What follows belongs to an exercise in optimizing a design on an open flow for small area; a production flow would make more cautious choices.
Only simulation tests tie the RTL to the original design; equivalence was not proved.
Power figures rest on the tool's default switching activity, not on a simulated workload.

== v22 ==
// lookahead_router
module lookahead_router
  #(
    parameter bit FlowControl = 1'b0,   
    parameter int unsigned DataWidth = 32,
    parameter int unsigned PortWidth = DataWidth + 2,
    parameter bit [4:0] Ports = 5'b11111
    )
  (
   input  logic clk,
   input  logic rst,
   input  logic [7:0] position,
   input  logic [PortWidth-1:0] data_n_in,
   input  logic [PortWidth-1:0] data_s_in,
   input  logic [PortWidth-1:0] data_w_in,
   input  logic [PortWidth-1:0] data_e_in,
   input  logic [PortWidth-1:0] data_p_in,
   input  logic [4:0] data_void_in,
   output logic [4:0] stop_out,
   output logic [PortWidth-1:0] data_n_out,
   output logic [PortWidth-1:0] data_s_out,
   output logic [PortWidth-1:0] data_w_out,
   output logic [PortWidth-1:0] data_e_out,
   output logic [PortWidth-1:0] data_p_out,
   output logic [4:0] data_void_out,
   input  logic [4:0] stop_in
   );
clock: 5.5 ns
lec_check: 0
cap_margin: 20
core_margin: 2
core_utilization: 55
cts_cluster_diameter: 80
cts_cluster_size: 28
place_density: 0.7
setup_slack_margin: 0.0
slew_margin: 20
standard.sh (not shown) runs the stock make flow with config.mk's settings and CLKGATE_MAP_FILE= SYNTH_SCRIPT=/design/flow/synth_recipe.tcl, a recipe that flattens the netlist after the stock synthesis.
==> flow/flow/run.sh <==
#!/bin/bash
# Layout flow: the standard ORFS flow (standard.sh) with two changes:
#  - synthesis is the standard one (synth_recipe.tcl, same passes, same registers), except that the
#    final ABC technology mapping uses an area-oriented script (flow/area.abc);
#  - ports are buffered with the smallest buffer (sky130_fd_sc_hd__buf_1).
# Each tool's full output goes to the ORFS logs under orfs/logs/; make's output to flow_make.log.
set -euo pipefail
here=$(pwd)
export MY_ABC_SCRIPT="$here/flow/area.abc"
export BUFFER_PORTS_ARGS="-buffer_cell sky130_fd_sc_hd__buf_1"
# Synthesis script: the standard flow's, with abc's -script argument pointing at flow/area.abc
{
  echo 'proc abc {args} {'
  echo '  set i [lsearch $args -script]'
  echo '  if { $i >= 0 } { lset args [expr {$i + 1}] $::env(MY_ABC_SCRIPT) }'
  echo '  yosys abc {*}$args'
  echo '}'
  cat synth_recipe.tcl
} > "$here/area_synth.tcl"
sed "s#SYNTH_SCRIPT=[^ ]*#SYNTH_SCRIPT=$here/area_synth.tcl#" standard.sh > "$here/area_standard.sh"
grep -q "SYNTH_SCRIPT=$here/area_synth.tcl" "$here/area_standard.sh"
bash "$here/area_standard.sh" finish > flow_make.log 2>&1
==> flow/flow/area.abc <==
strash
&get -n
&st
&dch
&nf -a -p -F 6 -A 6
&put
strash
&get -n
&st
&dch -f
&nf -a -p -F 6 -A 6
&put
strash
&get -n
&st
&dch
&nf -a -p -F 10 -A 10 -C 24
&put
topo
### v22 -> v3
- CTS_CLUSTER_DIAMETER changed from 80 to 100
- CAP_MARGIN changed from 20 to 10
- SLEW_MARGIN changed from 20 to 10
--- a/flow/flow/run.sh
+++ b/flow/flow/run.sh
@@ -2 +2 @@
-# Layout flow: the standard ORFS flow (standard.sh) with two changes:
+# Layout flow: the standard ORFS flow (standard.sh) with these changes:
@@ -5 +5,3 @@
-#  - ports are buffered with the smallest buffer (sky130_fd_sc_hd__buf_1).
+#  - ports are buffered with the smallest buffer (sky130_fd_sc_hd__buf_1);
+#  - clock tree synthesis adds no dummy loads (CTS_ARGS repeats ORFS's arguments and
+#    config.mk's cluster settings, plus -dont_use_dummy_load).
@@ -10,0 +13 @@
+export CTS_ARGS="-sink_clustering_enable -repair_clock_nets -sink_clustering_size 28 -sink_clustering_max_diameter 100 -dont_use_dummy_load"
Results
Status: wire length of the first global-routing pass parity (v3, v22). Of the two candidates, v22 has the worse design area and v3 the better one. Summary: with v22 as the reference, non-clock buffer count in v3 moved down slightly. Between v22 and v3, the number of optimization iterations in the first detailed-route pass is higher for v3.
Input-level comparison between v51 and v3:
- changing CAP_MARGIN from 10 to 20
- changing SLEW_MARGIN from 10 to 20
- changing CTS_CLUSTER_SIZE from 28 to 25
--- a/flow/flow/run.sh
+++ b/flow/flow/run.sh
@@ -2 +2 @@
-# Layout flow: the standard ORFS flow (standard.sh) with these changes:
+# Layout flow: the standard ORFS flow (standard.sh) with two changes:
@@ -5,3 +5 @@
-#  - ports are buffered with the smallest buffer (sky130_fd_sc_hd__buf_1);
-#  - clock tree synthesis adds no dummy loads (CTS_ARGS repeats ORFS's arguments and
-#    config.mk's cluster settings, plus -dont_use_dummy_load).
+#  - ports are buffered with the smallest buffer (sky130_fd_sc_hd__buf_1).
@@ -13 +10,0 @@
-export CTS_ARGS="-sink_clustering_enable -repair_clock_nets -sink_clustering_size 28 -sink_clustering_max_diameter 100 -dont_use_dummy_load"
### Flow results
Reported for v51 and v3, cell count after synthesis turned out identical to the last digit. Changes observed in v51 relative to v3: met2 global-route usage saw a decrease; mean routed wirelength per cell -0.57%. v51 vs. v3: proportion of power drawn by combinational gates went down by 0.5 points. On footprint of the flip-flops and latches, v3 tracks v51 almost exactly. Of v51 and v3, the run reporting the lower wire length of the first global-routing pass was v3. Compared with v3, v51 shows a final area that is about 0.8% higher. Compared with v3, power in the clock group in v51 increased by more than 10%.
Edits applied to the flow inputs when going from v51 to v4:
- a change of SLEW_MARGIN from 20 to 10
- a change of CAP_MARGIN from 20 to 10
- a change of CORE_UTILIZATION from 55 to 45
- a change of PLACE_DENSITY from 0.7 to 0.6
--- a/flow/flow/run.sh
+++ b/flow/flow/run.sh
@@ -2 +2 @@
-# Layout flow: the standard ORFS flow (standard.sh) with two changes:
+# Layout flow: the standard ORFS flow (standard.sh) with these changes:
@@ -5 +5,3 @@
-#  - ports are buffered with the smallest buffer (sky130_fd_sc_hd__buf_1).
+#  - ports are buffered with the smallest buffer (sky130_fd_sc_hd__buf_1);
+#  - clock tree synthesis adds no dummy loads (CTS_ARGS repeats ORFS's arguments and
+#    config.mk's cluster settings, plus -dont_use_dummy_load).
@@ -10,0 +13 @@
+export CTS_ARGS="-sink_clustering_enable -repair_clock_nets -sink_clustering_size 25 -sink_clustering_max_diameter 100 -dont_use_dummy_load"
--- outcome ---
In v4, initial antenna violation count is lower than in v51.
A start point of the critical path of gen_input[3].input_queue.rd_ptr[1] is what v51 shows, while gen_input[4].input_queue.empty belongs to v4.
Lower global-route usage goes to v4 over v51.
Against v51 as the reference, v4 delivers a higher die area.
Worst-case reg-to-reg path depth came out higher on v4 than on v51.
Diff v4..v51 | final area | negligible
Of v51 and v4, the run reporting the lower slew at the pin closest to its max-slew limit was v51.
Number of global-route vias before repair: v4 vs v51, no meaningful difference
Diff v51 -> v4 | critical path depth | increase of 1
As of v4, via density per instance had fallen by a few percent compared to v51.
Input changes introduced in v2 (baseline for comparison: v4):
- changing CORE_UTILIZATION from 45 to 65
- changing CAP_MARGIN from 10 to 20
- changing PLACE_DENSITY from 0.6 to 0.8
- changing SLEW_MARGIN from 10 to 20
--- a/flow/flow/run.sh
+++ b/flow/flow/run.sh
@@ -2 +2 @@
-# Layout flow: the standard ORFS flow (standard.sh) with these changes:
+# Layout flow: the standard ORFS flow (standard.sh) with two changes:
@@ -5,3 +5 @@
-#  - ports are buffered with the smallest buffer (sky130_fd_sc_hd__buf_1);
-#  - clock tree synthesis adds no dummy loads (CTS_ARGS repeats ORFS's arguments and
-#    config.mk's cluster settings, plus -dont_use_dummy_load).
+#  - ports are buffered with the smallest buffer (sky130_fd_sc_hd__buf_1).
@@ -13 +10,0 @@
-export CTS_ARGS="-sink_clustering_enable -repair_clock_nets -sink_clustering_size 25 -sink_clustering_max_diameter 100 -dont_use_dummy_load"
==> flow/flow/area.abc <==
strash
&get -n
&st
&dch
&nf -a -p -F 6 -A 6
&put
topo
## What came out
When v2 is measured against v4, its largest fanout on the critical path turns out 4.8% lower. Changes observed in v2 relative to v4: wire length fell 6.9%, least setup slack across all paths after layout fell 0.14 ns, transition time of the tightest slew-check pin picked up an extra 0.0096 ns, area fraction of clock buffers and clock inverters now sits higher. Final net count delta for v2 relative to v4: 68 higher. v2 vs v4, worst hold slack went up by 0.036 ns. v2 falls short of v4 in clock power. Compared with v4, v2 shows die area that has gone down by more than a quarter. Looking at sequential share of layout area, v2 sits 0.24 points lower than v4 does. Taking v4 as the reference point, the total routed wire length on the met1 layer of v2 falls by about 19%.

==> static timing again, ports no longer ideal <==
No port has a modelled driver above. Below, the same layouts with a new extraction and two added sets of constraints. Step 1, drivers: a clkbuf_16 drives clk and a buf_2 each remaining input, both assumed. Step 2 also shifts input and output timing later by t, the mid clock arrival at the registers, as if the neighbouring blocks saw the same clock. Three values: ideal ports, drivers, drivers and shift; two values: the first two.
| run | shift t [ns] | slack for setup (ns) | cell pins on the clock port's net |
|---|---|---|---|
| v22 | 0.677 | 0.644 / 0.644 / 0.534 | 1 |
| v3 | 0.659 | 0.641 / 0.641 / 0.533 | 1 |
| v51 | 0.674 | 0.662 / 0.662 / 0.526 | 1 |
| v4 | 0.669 | 0.755 / 0.755 / 0.519 | 1 |
| v2 | 0.702 | 0.611 / 0.611 / 0.611 | 1 |
After both steps setup and hold are still met in every run listed. The setup slack of v4, which loses most, moves by 0.000 ns with the drivers and by -0.236 ns with both steps.
